This design comes from an exercise in tuning for small area, a short achievable clock period and few clock cycles per item on the open sky130 flow, not from production work.
Where RTL was checked, it was by simulation tests only, not by an equivalence proof against the original.
The RTL of runs 1 and 2 was laid out without a check of its function.

### design.v
module huffman(clk, reset, gray_valid, gray_data, CNT_valid, CNT1, CNT2, CNT3, CNT4, CNT5, CNT6,
               code_valid, HC1, HC2, HC3, HC4, HC5, HC6, M1, M2, M3, M4, M5, M6);
input clk;
input reset;
input gray_valid;
input [7:0] gray_data;
output CNT_valid;
output [7:0] CNT1, CNT2, CNT3, CNT4, CNT5, CNT6;
output reg code_valid;
output [7:0] HC1, HC2, HC3, HC4, HC5, HC6;
output [7:0] M1, M2, M3, M4, M5, M6;
reg        gv1;          
reg        run;          
reg  [3:0] tc;           
reg  [7:0] w [0:5];      
reg  [5:0] m [0:5];      
reg  [3:0] t [1:6];      
reg  [3:0] h [1:6];      
assign CNT1 = w[5]; assign CNT2 = w[0]; assign CNT3 = w[1];
assign CNT4 = w[2]; assign CNT5 = w[3]; assign CNT6 = w[4];
assign CNT_valid = gv1 & ~gray_valid;
wire go      = run | CNT_valid;
wire step    = go & (~tc[3] | (tc[2:0] < 3'd5));    
wire combine = (tc > 4'd4) & tc[0] & (tc != 4'd13);
wire [4:0] uns;
assign uns[0] = tc < 4'd4;
assign uns[1] = tc < 4'd3;
assign uns[2] = tc < 4'd2;
assign uns[3] = tc < 4'd1;
assign uns[4] = 1'b0;
function lt8(input [7:0] a, input [7:0] b);   
  reg [7:0] l, g;
  reg [3:0] l1, g1;
  reg [1:0] l2, g2;
  integer j;
  begin
    l = ~a & b;
    g = a & ~b;
    for (j = 0; j < 4; j = j + 1) begin
      l1[j] = l[2*j+1] | ~g[2*j+1] & l[2*j];
      g1[j] = g[2*j+1] | ~l[2*j+1] & g[2*j];
    end
    for (j = 0; j < 2; j = j + 1) begin
      l2[j] = l1[2*j+1] | ~g1[2*j+1] & l1[2*j];
      g2[j] = g1[2*j+1] | ~l1[2*j+1] & g1[2*j];
    end
    lt8 = l2[1] | ~g2[1] & l2[0];
  end
endfunction
wire [5:1] lt;
genvar gi;
generate for (gi = 1; gi < 6; gi = gi + 1) begin : g_lt
  assign lt[gi] = lt8(w[gi], w[0]);
end endgenerate
wire [4:0] c = uns | lt;
wire [7:0] sum = w[0] + w[1];
wire [7:0] mo [1:6];
wire [7:0] ho [1:6];
reg  [7:0] wsel;
always @* begin
  case (gray_data[2:0])
    3'd1: wsel = w[5];
    3'd2: wsel = w[0];
    3'd3: wsel = w[1];
    3'd4: wsel = w[2];
    3'd5: wsel = w[3];
    default: wsel = w[4];
  endcase
end
wire [7:0] winc = wsel + 8'd1;
always @(posedge clk or posedge reset) begin
  if (reset) begin
    gv1 <= 1'b0; code_valid <= 1'b0;
    run <= 1'b0; tc <= 4'd0;
  end else begin
    gv1 <= gray_valid;
    if (CNT_valid) run <= 1'b1;
    if (step) tc <= tc + 4'd1;
    code_valid <= step & (tc == 4'd12);
  end
end
integer i;
always @(posedge clk) begin
  if (reset) begin
    for (i = 0; i < 6; i = i + 1) w[i] <= 8'd0;
  end else if (step) begin
    if (combine) begin
      w[0] <= sum;
      for (i = 1; i < 5; i = i + 1) w[i] <= w[i+1];
      w[5] <= 8'hff;
    end else begin
      for (i = 0; i < 5; i = i + 1)
        if (c[i]) w[i] <= w[i+1];
        else if (i == 0 || c[i-1]) w[i] <= w[0];
      if (c[4]) w[5] <= w[0];
    end
  end else if (gray_valid & ~run) begin
    for (i = 0; i < 5; i = i + 1)
      if (gray_data[2:0] == i + 2) w[i] <= winc;
    if (gray_data[2:0] == 3'd1) w[5] <= winc;
  end
end
always @* m[5] = ~(m[0] | m[1] | m[2] | m[3] | m[4]);
always @(posedge clk) begin
  if (reset) begin
    m[0] <= 6'b000010; m[1] <= 6'b000100; m[2] <= 6'b001000;
    m[3] <= 6'b010000; m[4] <= 6'b100000;
  end else if (step) begin
    if (combine) begin
      m[0] <= m[0] | m[1];
      for (i = 1; i < 5; i = i + 1) m[i] <= m[i+1];
    end else begin
      for (i = 0; i < 5; i = i + 1)
        if (c[i]) m[i] <= m[i+1];
        else if (i == 0 || c[i-1]) m[i] <= m[0];
    end
  end
end
genvar k;
generate for (k = 1; k <= 6; k = k + 1) begin : g_lvl
  wire a = m[0][k-1];
  wire b = m[1][k-1];
  wire [3:0] nxt = {t[k][2:0], 1'b1} & ~t[k];    
  always @(posedge clk) begin
    if (reset) begin
      t[k] <= 4'd0;
      h[k] <= 4'd0;
    end else if (step & combine & (a | b)) begin
      t[k] <= {t[k][2:0], 1'b1};
      if (a) h[k] <= h[k] | nxt;
    end
  end
  wire [4:0] nx5 = {t[k], 1'b1} & ~{1'b0, t[k]};
  assign mo[k] = {3'b000, t[k], 1'b1};
  assign ho[k] = {3'b000, {1'b0, h[k]} | (nx5 & {5{a}})};
end endgenerate
assign M1 = mo[1]; assign HC1 = ho[1];
assign M2 = mo[2]; assign HC2 = ho[2];
assign M3 = mo[3]; assign HC3 = ho[3];
assign M4 = mo[4]; assign HC4 = ho[4];
assign M5 = mo[5]; assign HC5 = ho[5];
assign M6 = mo[6]; assign HC6 = ho[6];
endmodule
### flow/run.sh
#!/bin/bash
# The standard layout (the standard.sh, which runs ORFS with the standard
# synthesis), except that the port buffers are the platform's smallest
# buffer instead of the delay cell buffer_ports picks by default. Every port
# still gets its own buffer. make's full output goes to standard.log here;
# ORFS keeps each step's log under orfs/logs.
set -euo pipefail
bash standard.sh "BUFFER_PORTS_ARGS=-buffer_cell sky130_fd_sc_hd__buf_1" finish > standard.log 2>&1
### standard.sh
#!/bin/bash
# synth_recipe.tcl (not shown) runs the flow's synth.tcl, then flattens the netlist and writes it again
# the make line also repeats each setting of config.mk as NAME=value (left out here)
make -C /OpenROAD-flow-scripts/flow DESIGN_CONFIG=/design/flow/config.mk WORK_HOME=/design/flow/orfs CLKGATE_MAP_FILE= SYNTH_SCRIPT=/design/flow/synth_recipe.tcl "${@:-finish}"
### config.mk
export PLATFORM = sky130hd
export DESIGN_NAME = huffman
export DESIGN_NICKNAME = huffman
export VERILOG_FILES = /design/flow/design.v
export SDC_FILE = /design/flow/constraint.sdc
export NUM_CORES = 4
export LEC_CHECK = 0
export ABC_AREA = 1
export CAP_MARGIN = 20
export CORE_MARGIN = 2
export CORE_UTILIZATION = 50
export CTS_BUF_LIST = sky130_fd_sc_hd__clkbuf_8
export SETUP_SLACK_MARGIN = 1.5
export SLEW_MARGIN = 20
### constraint.sdc
create_clock -name core_clock -period 4.0 [get_ports {clk}]
set_input_delay 0.8000 -clock core_clock [delete_from_list [all_inputs] [get_ports {clk}]]
set_output_delay 0.8000 -clock core_clock [all_outputs]
set_load 0.01 [all_outputs]
==> flow_summary.ini, run 1 <==
[outcome]
run_status = complete, no violations

[synthesis]
adder_cell_fraction_of_synth_area_pct = 4.095
synth_cells = 1283
yosys-mux-area-fraction_pct = 0
ys.warnings.count = 7
synth-compound-area-share_pct = 20.55
synthDominantCellAreaShare_pct = 29.91
post_synthesis_cell_type_count = 48
synth_top_cell_by_area = sky130_fd_sc_hd__dfxtp_1
post_synth.cell_area_avg_um2 = 6.573
share_of_async_settable_or_async_resettable_flops_after_synthesis_pct = 5.263
combinational_family_with_the_most_area_after_synthesis = simple AND/OR/NAND/NOR gates
synth_edf_count = 0
synth-simple-area-share_pct = 27.60
yosys-top-cells-area = sky130_fd_sc_hd__dfxtp_1 (30%), sky130_fd_sc_hd__nand2_1 (13%), sky130_fd_sc_hd__inv_1 (7.4%), sky130_fd_sc_hd__a21oi_1 (6.0%), sky130_fd_sc_hd__o21ai_0 (6.0%)
synth_area_um2 = 8433
synth_xor_xnor_area_share_pct = 0.2077
ys_seq_elements = 133
ys.flop_type = sky130_fd_sc_hd__dfxtp_1
synth-seq-area-share_pct = 31.99

[clock_tree]
numClockSinks = 133
htree_num_levels = 4
clock_tree_from_tritoncts = built
ctsRootBufferMaster = sky130_fd_sc_hd__clkbuf_8
cts_buffer_depth = 2
path_clk_slew_ns = 0.09
worstSkewPairLatency_ns = 0.46
cts_hold_repair.buffers = 0
cts_made_buffers = 17

[routing]
drt_first_iter_violations = 633
drc_violation_count_after_routing = 0
drt.antenna.violating_nets = 0
routed-via-count = 8747
route.detailed.vias_per_inst = 5.363
routed_wl_um = 25890
detailedRoute.firstPassIterationCount = 8
drt-wirelength-per-cell_um = 15.87

[placement]
cells_after_dpl = 1574
placement.io_buffers = 109
globalplace.congestion = 0.9302
dp.final_hpwl_um = 18490

[global_route]
grt_util_all_layers_pct = 28.45
grt_max_degree = 69
global_route.overflow_total = 0
initial_antenna_violation_count = 0
grt_pass1_wl_um = 40390
grt_pass1_vias = 7676

[finish]
final_cell_count_no_fill = 1631
diodes = 0
drive_gt1_share_pct = 12.12
num-nets-final = 1436
area.growth.synth_to_final_pct = 14.24

[sta]
skew_final_ns = 0.02214
timing_worst_slew_pin_value_ns = 0.6592
setup_viol = 0
final-hold-violation-count = 0
achievable-frequency_mhz = 421.4
finalWorstPathRequiredPeriod_ns = 2.373
grt_setup_unrepaired = true
max_slew_vio_count = 0
totalNegativeSetupSlack_ns = 0
period_share_pct = 59.33
slew_headroom_pct = 55.89

[setup_path]
cp-end-kind = register
reg2reg_setup_slack_ns = 1.63
kind_of_start_point_of_the_critical_path = register
critical_path_required_ns = 4.37
critical_path_peak_fanout = 12
cp_data_arrival_time_ns = 2.75
r2r.worst_path.cells = 14
critical_path_class = register to register

[floorplan]
initial_core_util_pct = 51.03
die_y_um = 133.9
die_span_in_x_um = 133.9
io-pin-count = 157
core_region_area_um2 = 16520
die-area_um2 = 17920
placementRows = 47

[worst_hold_path]
hold_path_depth = 2
worst_min_delay_path_class = register to register

[flow_run]
cap_viol_max_count = 0
per-layer routing:
layer	vias up	wire [um]	track usage, %
met2	327	12310	47.41
met1	3995	11340	36.62
met3	53	1466	4.157
li1	4372	-	-
met5	-	0	0
met4	0	779	12.59
metrics by stage:
| stage | hold slack, ns | util, % | worst slack [ns] | instance area (um2) |
|---|---|---|---|---|
| finish | 0.4470 | 58.30 | 1.627 | 9634 |
| global route | 0.4597 | 58.30 | 1.433 | 9634 |
| CTS | 0.4504 | 56.21 | 1.493 | 9289 |
| detailed placement | 0.4385 | 53.20 | 0.6962 | 8791 |
| global placement | 0.4347 | 53.20 | 0.7331 | 8791 |
| floorplan | 0.4265 | - | 1.512 | 8588 |
layout make-up:
type / instances / area (um2)
clock buffer: 17 / 234.0
timing repair buffer: 146 / 710.7
tap: 220 / 275.3
inverter: 183 / 713.2
clock inverter: 15 / 152.6
fill: 1727 / 6890
sequential: 133 / 2710
multi-input combinational: 917 / 4838
path summary, 6_finish.rpt:
| kind | from | to |
|---|---|---|
| setup / recovery | tc[0] | w[1][4] |
| hold / removal | h[2][0] | h[2][0] |
| setup reg to reg | tc[0] | w[1][4] |
| hold reg to reg | h[2][0] | h[2][0] |
| max in group asynchronous | reset | tc[1] |
| min in group asynchronous | reset | run |
cells in the mapped netlist, types with 4 or more instances:
library cell and count:
sky130_fd_sc_hd__nand2_1 290, sky130_fd_sc_hd__inv_1 166, sky130_fd_sc_hd__dfxtp_1 126, sky130_fd_sc_hd__a21oi_1 101, sky130_fd_sc_hd__o21ai_0 101, sky130_fd_sc_hd__nor2_1 98, sky130_fd_sc_hd__nand3_1 78, sky130_fd_sc_hd__buf_4 51
sky130_fd_sc_hd__o21ai_1 32, sky130_fd_sc_hd__ha_1 26, sky130_fd_sc_hd__a31oi_1 22, sky130_fd_sc_hd__nand4_1 22, sky130_fd_sc_hd__buf_2 18, sky130_fd_sc_hd__clkbuf_1 17, sky130_fd_sc_hd__inv_2 13, sky130_fd_sc_hd__o31ai_1 12
sky130_fd_sc_hd__nor2_2 11, sky130_fd_sc_hd__o211ai_1 11, sky130_fd_sc_hd__nand3_2 9, sky130_fd_sc_hd__o22ai_1 8, sky130_fd_sc_hd__dfrtp_1 7, sky130_fd_sc_hd__o21a_1 7, sky130_fd_sc_hd__buf_6 6, sky130_fd_sc_hd__nor3_1 6
sky130_fd_sc_hd__a211oi_1 5, sky130_fd_sc_hd__nand2_2 5, sky130_fd_sc_hd__nand2_4 4, sky130_fd_sc_hd__o21ai_2 4
layout by cell type (no fill, tap or decap), drive strengths merged:
| master | synthesis | routed |
|---|---|---|
| xor2 | 2 | 2 |
| dfxtp | 126 | 126 |
| bufinv | 0 | 2 |
| a21boi | 1 | 1 |
| inv | 182 | 185 |
| and2 | 1 | 1 |
| nand3 | 87 | 89 |
| o22ai | 8 | 8 |
| a31oi | 22 | 22 |
| conb | 2 | 42 |
| o21bai | 2 | 2 |
| dfrtp | 7 | 7 |
| clkinv | 1 | 9 |
| nand4 | 22 | 22 |
| o211ai | 11 | 11 |
| a21o | 1 | 1 |
| nor2 | 112 | 112 |
| nor3 | 7 | 7 |
| and3 | 1 | 1 |
| a211oi | 5 | 5 |
| nand3b | 2 | 2 |
| o21a | 7 | 7 |
| nand2 | 299 | 300 |
| ha | 26 | 26 |
| or2 | 1 | 1 |
| o21ai | 138 | 138 |
| clkbuf | 17 | 19 |
| clkinvlp | 0 | 2 |
| a32oi | 1 | 1 |
| o31ai | 12 | 12 |
| o41ai | 1 | 1 |
| buf | 76 | 144 |
| fa | 1 | 1 |
| a21oi | 102 | 102 |
critical path: stages (launching register included):
cell and delay, ns:
sky130_fd_sc_hd__dfrtp_2 0.45, sky130_fd_sc_hd__inv_1 0.13, sky130_fd_sc_hd__ha_1 0.17, sky130_fd_sc_hd__inv_2 0.07
sky130_fd_sc_hd__a21oi_1 0.12, sky130_fd_sc_hd__nor2_1 0.08, sky130_fd_sc_hd__nand2_4 0.15, sky130_fd_sc_hd__buf_4 0.16
sky130_fd_sc_hd__nand4_1 0.13, sky130_fd_sc_hd__nand2_2 0.21, sky130_fd_sc_hd__nand2_2 0.20, sky130_fd_sc_hd__inv_1 0.18
sky130_fd_sc_hd__nand3_1 0.11, sky130_fd_sc_hd__nand3_1 0.09, sky130_fd_sc_hd__inv_1 0.04
sequential cells by signal (all words and copies together) (netlist names):
| register | count |
|---|---|
| w | 48 |
| m | 30 |
| h | 24 |
| t | 24 |
| tc | 4 |
| code_valid | 1 |
| gv1 | 1 |
| run | 1 |
cells by family (layout without fill, tap and decap cells):
logic type,Yosys count,after routing
simple gates,532,535
compound gates,311,311
buf+inv,276,361
flops,133,133
fa+ha+maj,27,27
other cells,2,42
xor+xnor,2,2
what timing repair did:
action	4_1_cts	5_1_grt
endpoints found under the hold margin	0	0
buffers inserted	1	21
resized for setup	28	46
gates cloned	1	2
pin swaps	2	13
endpoints found under the setup margin	123	92
==> run 2: changes to the inputs <==
--- a/config.mk
+++ b/config.mk
@@ -11,4 +11,4 @@
 export CORE_UTILIZATION = 50
 export CTS_BUF_LIST = sky130_fd_sc_hd__clkbuf_8
-export SETUP_SLACK_MARGIN = 1.5
+export SETUP_SLACK_MARGIN = 1.65
 export SLEW_MARGIN = 20
==> flow_summary.ini, run 2 <==
[outcome]
run_status = complete, no violations

[synthesis]
synth_top_cell_by_area = sky130_fd_sc_hd__dfxtp_1
post_synth.cell_area_avg_um2 = 6.573
synth_cells = 1283
synth_area_um2 = 8433
ys.warnings.count = 7
synth.most_common_cell = sky130_fd_sc_hd__nand2_1
ys_seq_elements = 133
synth-seq-area-share_pct = 31.99
synth_top_cells_by_count = sky130_fd_sc_hd__nand2_1 (290), sky130_fd_sc_hd__inv_1 (166), sky130_fd_sc_hd__dfxtp_1 (126)
synthDominantCellAreaShare_pct = 29.91
share_of_async_settable_or_async_resettable_flops_after_synthesis_pct = 5.263
ys.flop_type = sky130_fd_sc_hd__dfxtp_1
synth_edf_count = 0
yosys-top-cells-area = sky130_fd_sc_hd__dfxtp_1 (30%), sky130_fd_sc_hd__nand2_1 (13%), sky130_fd_sc_hd__inv_1 (7.4%), sky130_fd_sc_hd__a21oi_1 (6.0%), sky130_fd_sc_hd__o21ai_0 (6.0%)
post_synthesis_cell_type_count = 48

[clock_tree]
numClockSinks = 133
worstSkewPairLatency_ns = 0.46
ctsRootBufferMaster = sky130_fd_sc_hd__clkbuf_8
htree_num_levels = 4
clock_tree_from_tritoncts = built
cts_hold_repair.buffers = 0
cts_buffer_depth = 2
path_clk_slew_ns = 0.08
cts_made_buffers = 17

[placement]
globalplace.congestion = 0.8991
placement.io_buffers = 109
dp.final_hpwl_um = 18620
cells_after_dpl = 1576

[finish]
post-route-util_pct = 60.98
largest_reg_flops = 48
num-nets-final = 1461
layout.cells.most_common = sky130_fd_sc_hd__nand2_1
final_cell_count_no_fill = 1656
fillCellCount = 1693
drive_gt1_share_pct = 16.02
layout.cells.most_common_list = sky130_fd_sc_hd__nand2_1 (272), sky130_fd_sc_hd__inv_1 (156), sky130_fd_sc_hd__dfxtp_1 (116)
regMostFlops = w
area.growth.synth_to_final_pct = 19.50
diodes = 0
layout_top_registers = w: 48 flops, m: 30 flops

[routing]
detailedRoute.firstPassIterationCount = 5
drt-wirelength-per-cell_um = 16.34
routed-via-count = 8912
drt.antenna.violating_nets = 0
routed_wl_um = 27060
drt_first_iter_violations = 722
route.detailed.vias_per_inst = 5.382
drc_violation_count_after_routing = 0

[sta]
timing_worst_slew_pin_value_ns = 0.6989
totalNegativeSetupSlack_ns = 0
holdWs_ns = 0.4520
max_slew_vio_count = 0
final-hold-violation-count = 0
setup_viol = 0
period_share_pct = 57.01
slew_headroom_pct = 53.23
finalWorstPathRequiredPeriod_ns = 2.280
achievable-frequency_mhz = 438.5
skew_final_ns = 0.01747
grt_setup_unrepaired = true

[setup_path]
cp-end-kind = output pin
kind_of_start_point_of_the_critical_path = register
cp_data_arrival_time_ns = 1.48
critical_path_peak_fanout = 8
critical_path_required_ns = 3.20
critical_path_class = register to output pin

[floorplan]
die_span_in_x_um = 133.9
core_region_area_um2 = 16520
io-pin-count = 157
initial_core_util_pct = 51.03
die_y_um = 133.9
die-area_um2 = 17920
placementRows = 47

[flow_run]
cap_viol_max_count = 0

[global_route]
global_route.overflow_total = 0
grt_pass1_wl_um = 41670
initial_antenna_violation_count = 0
grt_max_degree = 66
grt_util_all_layers_pct = 29.47
grt_pass1_vias = 7775

[worst_hold_path]
worst_min_delay_path_class = register to register
-- run 2: metrics by stage --
step           cell area [um2]  setup WS, ns
2_1_floorplan             8686         1.630
3_3_place_gp              8864        0.8460
3_5_place_dp              8864        0.8475
4_1_cts                   9583         1.651
5_1_grt                  10080         1.630
6_report                 10080         1.720
-- run 2: worst paths after layout --
kind	depth (start not counted)	endpoint	from	slack, ns
max	3	HC6[2]	m[0][5]	1.72
min	2	h[5][0]	h[5][0]	0.45
max reg2reg	12	m[2][0]	w[0][0]	1.76
min reg2reg	2	h[5][0]	h[5][0]	0.45
max in group asynchronous	3	tc[0]	reset	2.86
min in group asynchronous	3	code_valid	reset	0.69
-- run 2: cell families after synthesis --
logic type	count (synthesis)	synth area share, %
AOI/OAI and AO/OA	311	20.55
buffers and inverters	276	15.47
other	2	0.08905
adders and majority gates	27	4.095
DFF	133	31.99
xor gates and xnor gates	2	0.2078
and+or+nand+nor	532	27.60
-- run 2: worst max-delay path: stages, from the launching register on --
cell	delay (ns)
sky130_fd_sc_hd__dfxtp_2	0.42
sky130_fd_sc_hd__inv_1	0.12
sky130_fd_sc_hd__o31ai_1	0.29
sky130_fd_sc_hd__buf_1	0.19
-- run 2: final cells by class --
| class | instances | area, um2 | share of cell area (%) |
|---|---|---|---|
| clock inverter | 15 | 153.9 | 1.527 |
| inverter | 183 | 732.0 | 7.263 |
| multi-input combinational | 917 | 5021 | 49.83 |
| clock buffer | 17 | 234.0 | 2.322 |
| timing repair buffer | 171 | 939.7 | 9.325 |
| sequential | 133 | 2721 | 27.01 |
| tap | 220 | 275.3 | 2.732 |
-- run 2: timing repair --
| item | 4_1_cts | 5_1_grt |
|---|---|---|
| setup endpoints to repair | 143 | 105 |
| cloned | 2 | 1 |
| resized for setup | 55 | 76 |
| pin swaps | 7 | 18 |
| buffers inserted | 13 | 32 |
-- run 2: routing by layer --
metal	up-vias	track usage [%]	part of all wire, %
met5	-	0	0
met4	0	11.23	3.1
met3	63	4.800	5.6
met2	322	50.66	49
met1	4109	37.10	43
li1	4418	-	-
==> run 3: changes to the inputs <==
--- a/design.v
+++ b/design.v
@@ -15,6 +15,5 @@
 reg  [7:0] w [0:5];      
 reg  [5:0] m [0:5];      
-reg  [3:0] t [1:6];      
-reg  [3:0] h [1:6];      
+reg  [4:0] r [1:6];      
 assign CNT1 = w[5]; assign CNT2 = w[0]; assign CNT3 = w[1];
 assign CNT4 = w[2]; assign CNT5 = w[3]; assign CNT6 = w[4];
@@ -55,6 +54,4 @@
 wire [4:0] c = uns | lt;
 wire [7:0] sum = w[0] + w[1];
-wire [7:0] mo [1:6];
-wire [7:0] ho [1:6];
 reg  [7:0] wsel;
 always @* begin
@@ -117,27 +114,34 @@
   end
 end
+function [4:0] lead(input [4:0] v);    
+  lead = {v[4], v[3] & ~v[4], v[2] & ~|v[4:3], v[1] & ~|v[4:2], v[0] & ~|v[4:1]};
+endfunction
+function [4:0] add_bit(input [4:0] v, input b);   
+  reg [4:0] l;
+  begin
+    l = lead(v);
+    add_bit = (v & ~l) | (l & {5{b}}) | {l[3:0], 1'b0};
+  end
+endfunction
 genvar k;
 generate for (k = 1; k <= 6; k = k + 1) begin : g_lvl
   wire a = m[0][k-1];
   wire b = m[1][k-1];
-  wire [3:0] nxt = {t[k][2:0], 1'b1} & ~t[k];    
   always @(posedge clk) begin
-    if (reset) begin
-      t[k] <= 4'd0;
-      h[k] <= 4'd0;
-    end else if (step & combine & (a | b)) begin
-      t[k] <= {t[k][2:0], 1'b1};
-      if (a) h[k] <= h[k] | nxt;
-    end
+    if (reset) r[k] <= 5'b00001;
+    else if (step & combine & (a | b)) r[k] <= add_bit(r[k], a);
   end
-  wire [4:0] nx5 = {t[k], 1'b1} & ~{1'b0, t[k]};
-  assign mo[k] = {3'b000, t[k], 1'b1};
-  assign ho[k] = {3'b000, {1'b0, h[k]} | (nx5 & {5{a}})};
 end endgenerate
-assign M1 = mo[1]; assign HC1 = ho[1];
-assign M2 = mo[2]; assign HC2 = ho[2];
-assign M3 = mo[3]; assign HC3 = ho[3];
-assign M4 = mo[4]; assign HC4 = ho[4];
-assign M5 = mo[5]; assign HC5 = ho[5];
-assign M6 = mo[6]; assign HC6 = ho[6];
+function [7:0] mask_of(input [4:0] v);
+  mask_of = {3'b000, |v[4], |v[4:3], |v[4:2], |v[4:1], 1'b1};   
+endfunction
+function [7:0] code_of(input [4:0] v, input b);
+  code_of = {3'b000, v & ({1'b0, |v[4], |v[4:3], |v[4:2], |v[4:1]} | {5{b}})};
+endfunction
+assign M1 = mask_of(r[1]); assign HC1 = code_of(r[1], m[0][0]);
+assign M2 = mask_of(r[2]); assign HC2 = code_of(r[2], m[0][1]);
+assign M3 = mask_of(r[3]); assign HC3 = code_of(r[3], m[0][2]);
+assign M4 = mask_of(r[4]); assign HC4 = code_of(r[4], m[0][3]);
+assign M5 = mask_of(r[5]); assign HC5 = code_of(r[5], m[0][4]);
+assign M6 = mask_of(r[6]); assign HC6 = code_of(r[6], m[0][5]);
 endmodule
==> flow/run.sh (replaced) <==
#!/bin/bash
# The standard layout (the standard.sh), with two changes:
#  1. After the standard synthesis, its combinational cells are mapped again
#     for area by Yosys/ABC (flow/remap.sh). Registers and tie cells are kept
#     as they are: same instances, names and cell types.
#  2. The port buffers are the platform's smallest buffer instead of the
#     delay cell buffer_ports picks by default. Every port still gets its own
#     buffer.
# Each tool's full output goes to a log file here (synth.log, remap.log,
# standard.log); ORFS also keeps each step's log under orfs/logs.
set -euo pipefail
R="$PWD/orfs/results/${FLOW_PLATFORM}/huffman/base"
bash standard.sh "$R/1_2_yosys.v" > synth.log 2>&1
cp "$R/1_2_yosys.v" synth_standard.v
bash flow/remap.sh synth_standard.v synth_remapped.v > remap.log 2>&1
cp synth_remapped.v "$R/1_2_yosys.v"
bash standard.sh "BUFFER_PORTS_ARGS=-buffer_cell sky130_fd_sc_hd__buf_1" finish > standard.log 2>&1
==> flow/remap.sh (new file) <==
#!/bin/bash
# remap.sh IN OUT: map IN's combinational cells again, for area, keeping its
# flip-flops and tie cells (instances, names, cell types) as they are.
set -euo pipefail
IN=$1; OUT=$2
LIB="$FLOW_HOME/platforms/$FLOW_PLATFORM/lib/sky130_fd_sc_hd__tt_025C_1v80.lib"
YOSYS="$FLOW_HOME/../tools/install/yosys/bin/yosys"
[ -x "$YOSYS" ] || YOSYS=yosys
# cells kept whole: flip-flops, latches and tie cells
KEEP=$(grep -oE "sky130_fd_sc_hd__(df|sdf|edf|dl|conb)[a-z0-9_]*" "$IN" | sort -u | tr '\n' ' ')
DONT_USE="sky130_fd_sc_hd__lpflow_bleeder_1 sky130_fd_sc_hd__lpflow_clkbufkapwr_1 sky130_fd_sc_hd__lpflow_clkbufkapwr_16 sky130_fd_sc_hd__lpflow_clkbufkapwr_2 sky130_fd_sc_hd__lpflow_clkbufkapwr_4 sky130_fd_sc_hd__lpflow_clkbufkapwr_8 sky130_fd_sc_hd__lpflow_clkinvkapwr_1 sky130_fd_sc_hd__lpflow_clkinvkapwr_16 sky130_fd_sc_hd__lpflow_clkinvkapwr_2 sky130_fd_sc_hd__lpflow_clkinvkapwr_4 sky130_fd_sc_hd__lpflow_clkinvkapwr_8 sky130_fd_sc_hd__lpflow_decapkapwr_12 sky130_fd_sc_hd__lpflow_decapkapwr_3 sky130_fd_sc_hd__lpflow_decapkapwr_4 sky130_fd_sc_hd__lpflow_decapkapwr_6 sky130_fd_sc_hd__lpflow_decapkapwr_8 sky130_fd_sc_hd__lpflow_inputiso0n_1 sky130_fd_sc_hd__lpflow_inputiso0p_1 sky130_fd_sc_hd__lpflow_inputiso1n_1 sky130_fd_sc_hd__lpflow_inputiso1p_1 sky130_fd_sc_hd__lpflow_inputisolatch_1 sky130_fd_sc_hd__lpflow_isobufsrc_1 sky130_fd_sc_hd__lpflow_isobufsrc_16 sky130_fd_sc_hd__lpflow_isobufsrc_2 sky130_fd_sc_hd__lpflow_isobufsrc_4 sky130_fd_sc_hd__lpflow_isobufsrc_8 sky130_fd_sc_hd__lpflow_isobufsrckapwr_16 sky130_fd_sc_hd__lpflow_lsbuf_lh_hl_isowell_tap_1 sky130_fd_sc_hd__lpflow_lsbuf_lh_hl_isowell_tap_2 sky130_fd_sc_hd__lpflow_lsbuf_lh_hl_isowell_tap_4 sky130_fd_sc_hd__lpflow_lsbuf_lh_isowell_4 sky130_fd_sc_hd__lpflow_lsbuf_lh_isowell_tap_1 sky130_fd_sc_hd__lpflow_lsbuf_lh_isowell_tap_2 sky130_fd_sc_hd__lpflow_lsbuf_lh_isowell_tap_4 sky130_fd_sc_hd__probe_p_8 sky130_fd_sc_hd__probec_p_8 "
DU_ARGS=""
for c in $DONT_USE; do DU_ARGS="$DU_ARGS -dont_use $c"; done
cat > remap.ys <<EOY
read_liberty -lib $LIB
read_verilog $IN
read_liberty -overwrite -ignore_miss_func $LIB
setattr -mod -set blackbox 1 $KEEP
hierarchy -top $FLOW_TOP
flatten
opt_clean -purge
abc -liberty $LIB $DU_ARGS -script +strash;dch;amap
opt_clean -purge
stat -liberty $LIB
write_verilog -noattr -nohex -nodec $OUT
EOY
"$YOSYS" -s remap.ys
--- a/config.mk
+++ b/config.mk
@@ -9,6 +9,6 @@
 export CAP_MARGIN = 20
 export CORE_MARGIN = 2
-export CORE_UTILIZATION = 50
+export CORE_UTILIZATION = 40
 export CTS_BUF_LIST = sky130_fd_sc_hd__clkbuf_8
-export SETUP_SLACK_MARGIN = 1.65
+export SETUP_SLACK_MARGIN = 1.5
 export SLEW_MARGIN = 20
==> flow_summary.ini, run 3 <==
[floorplan]
placementRows = 45
die_span_in_x_um = 128.9
initial_core_util_pct = 41.07
die-area_um2 = 16620
die_y_um = 128.9
core_region_area_um2 = 15200
io-pin-count = 157

[global_route]
grt_util_all_layers_pct = 29.73
grt_max_degree = 68
grt_pass1_vias = 7241
initial_antenna_violation_count = 0
global_route.overflow_total = 0
grt_pass1_wl_um = 38380

[worst_hold_path]
hold_path_depth = 2
worst_min_delay_path_class = register to register

[clock_tree]
cts_made_buffers = 17
worstSkewPairLatency_ns = 0.45
numClockSinks = 115
cts_buffer_depth = 2
ctsRootBufferMaster = sky130_fd_sc_hd__clkbuf_8
clock_tree_from_tritoncts = built
path_clk_slew_ns = 0.07
cts_hold_repair.buffers = 0
htree_num_levels = 4

[finish]
drive_gt1_share_pct = 32.65
layout.cells.most_common_list = sky130_fd_sc_hd__nor2_1 (126), sky130_fd_sc_hd__buf_1 (104), sky130_fd_sc_hd__dfxtp_1 (91)
post-route-util_pct = 65.17
area.growth.synth_to_final_pct = 58.68
largest_reg_flops = 48
regMostFlops = w
layout.cells.most_common = sky130_fd_sc_hd__nor2_1
num-nets-final = 1174
diodes = 0
layout_top_registers = w: 48 flops, m: 30 flops, r: 24 flops

[setup_path]
cp_data_arrival_time_ns = 3.20
cp_max_delay_cell = sky130_fd_sc_hd__o22ai_4
critical_path_class = primary input to register
critical_path_required_ns = 4.29
cp-end-kind = register
crit_path_frequent_cell = sky130_fd_sc_hd__nor2_4
reg2reg_setup_slack_ns = 1.11
critical_path_peak_fanout = 6
kind_of_start_point_of_the_critical_path = primary input
worstPathBufferInverterCount = 5
critical-path-top-delay-family = compound AO/OA/AOI/OAI gates
worst_r2r_startpoint = w[0][1]
critical-path-max-stage-delay_ns = 0.30
r2r.worst_path.cells = 19
crit-reg2reg-capture = w[1][1]
critical_path.cell_chain = buf_1 > buf_6 > clkinv_16 > o22ai_4 > o22ai_2 > o221ai_2 > clkinv_2 > nor2_4 > nand2_2 > nor2_4 > nand2_4 > nor2_4 > nand2_4 > nor2_4 > a211oi_4 > buf_6 > a2111oi_4 > a211oi_1

[routing]
routed-via-count = 8146
drt_first_iter_violations = 944
drc_violation_count_after_routing = 0
detailedRoute.firstPassIterationCount = 6
route.detailed.vias_per_inst = 5.972
routed_wl_um = 25890
drt.antenna.violating_nets = 0
drt-wirelength-per-cell_um = 18.98

[sta]
achievable-frequency_mhz = 343.5
skew_final_ns = 0.01044
max_slew_vio_count = 0
totalNegativeSetupSlack_ns = 0
grt_setup_unrepaired = true
final-hold-violation-count = 0
slew_headroom_pct = 41.09
setup_viol = 0
timing_worst_slew_pin_value_ns = 0.8836
finalWorstPathRequiredPeriod_ns = 2.911
period_share_pct = 72.78

[synthesis]
post_synth.cell_area_avg_um2 = 7.235
synth_cells = 863
ys.warnings.count = 6
synth_area_um2 = 6243

[placement]
dp.final_hpwl_um = 16060
globalplace.congestion = 0.8947
placement.io_buffers = 109

[flow_run]
cap_viol_max_count = 0

[outcome]
run_status = complete, no violations
==> run 3: cell type report <==
cell class	count	area (um2)
inverters	126	640.6
repair buffers	235	1568
clock buffers	22	302.8
well taps	188	235.2
repair inverters	5	41.29
multi-input cells	663	4564
fillers	1292	5295
clock inverters	10	176.4
flip-flops and latches	115	2379
==> run 3: worst max-delay path by stage <==
stage	cells past startpoint	from	end
2_1_floorplan	15	gray_data[2]	w[3][7]
3_3_place_gp	12	gray_data[0]	w[1][2]
3_5_place_dp	15	gray_data[1]	w[3][7]
4_1_cts	16	w[1][3]	w[1][1]
5_1_grt	17	gray_data[2]	w[0][5]
6_report	18	gray_data[2]	w[2][7]
==> run 3: repair_timing <==
| action | in CTS | in global routing |
|---|---|---|
| hold endpoints to repair | 0 | 0 |
| gates cloned | 4 | 2 |
| pin swaps | 51 | 35 |
| resized for setup | 157 | 70 |
| setup buffers | 79 | 26 |
| setup endpoints to repair | 105 | 111 |
==> run 3: layer usage <==
layer	vias up	part of all wire (%)	global-route usage, %
met2	472	45	47.21
met4	0	5.9	15.73
met3	127	8.5	6.445
met5	-	0	0
li1	3791	-	-
met1	3756	40	37.91
==> run 3: worst register-to-register path, cell delays in order (launching register included) <==
cell and delay [ns]:
sky130_fd_sc_hd__dfxtp_4 0.36, sky130_fd_sc_hd__clkinv_4 0.05, sky130_fd_sc_hd__nor2_4 0.03, sky130_fd_sc_hd__o22ai_2 0.19, sky130_fd_sc_hd__a21oi_2 0.05, sky130_fd_sc_hd__a221oi_2 0.22
sky130_fd_sc_hd__a2111oi_2 0.08, sky130_fd_sc_hd__nor3_1 0.28, sky130_fd_sc_hd__a21oi_1 0.09, sky130_fd_sc_hd__a221oi_2 0.21, sky130_fd_sc_hd__nor2_2 0.10, sky130_fd_sc_hd__nand2b_1 0.16
sky130_fd_sc_hd__nor2_2 0.14, sky130_fd_sc_hd__nor2_4 0.09, sky130_fd_sc_hd__nor2_4 0.17, sky130_fd_sc_hd__o21ai_2 0.10, sky130_fd_sc_hd__clkinv_2 0.12, sky130_fd_sc_hd__buf_4 0.12
sky130_fd_sc_hd__nand2_4 0.09, sky130_fd_sc_hd__o22ai_2 0.20
==> run 3: stage by stage <==
stage          area (um2)  setup slack, ns  std cells  hold slack [ns]
2_1_floorplan        6947            1.170        903           0.4378
3_3_place_gp         7750           0.4503       1221           0.4563
3_5_place_dp         7750           0.4358       1221           0.4584
4_1_cts              9504            1.144       1336           0.4711
5_1_grt              9907           0.9987       1364           0.4834
6_report             9907            1.089       1364           0.4661
Testbench counts of run 3, summed over its fixed seeds: cycles 21,888, images 192.

==> afterwards: timing with drivers on the ports <==
No port has a modelled driver above. Below, the same layouts with a new extraction and two added sets of constraints. Step 1 assumes that a clkbuf_16 drives the clock port and a buf_2 every other input. Step 2, shift: input delay + t, output delay - t, t = (earliest + latest rising clock arrival at the registers) / 2. This alone moves slack from input paths to output paths. Three values: ideal ports, drivers, drivers and shift; two values: the first two.
| run | t (ns) | setup WS [ns] | worst register clock-pin slew, ns |
|---|---|---|---|
| run 1 | 0.497 | 1.627 / 1.600 / 1.172 | 0.09 / 0.09 |
| run 2 | 0.494 | 1.720 / 1.675 / 1.284 | 0.09 / 0.09 |
| run 3 | 0.490 | 1.089 / 1.108 / 0.618 | 0.08 / 0.08 |
After both steps every run listed still meets setup and hold. For run 3, which loses most, drivers alone change the setup slack by +0.019 ns; drivers and shift together by -0.471 ns.
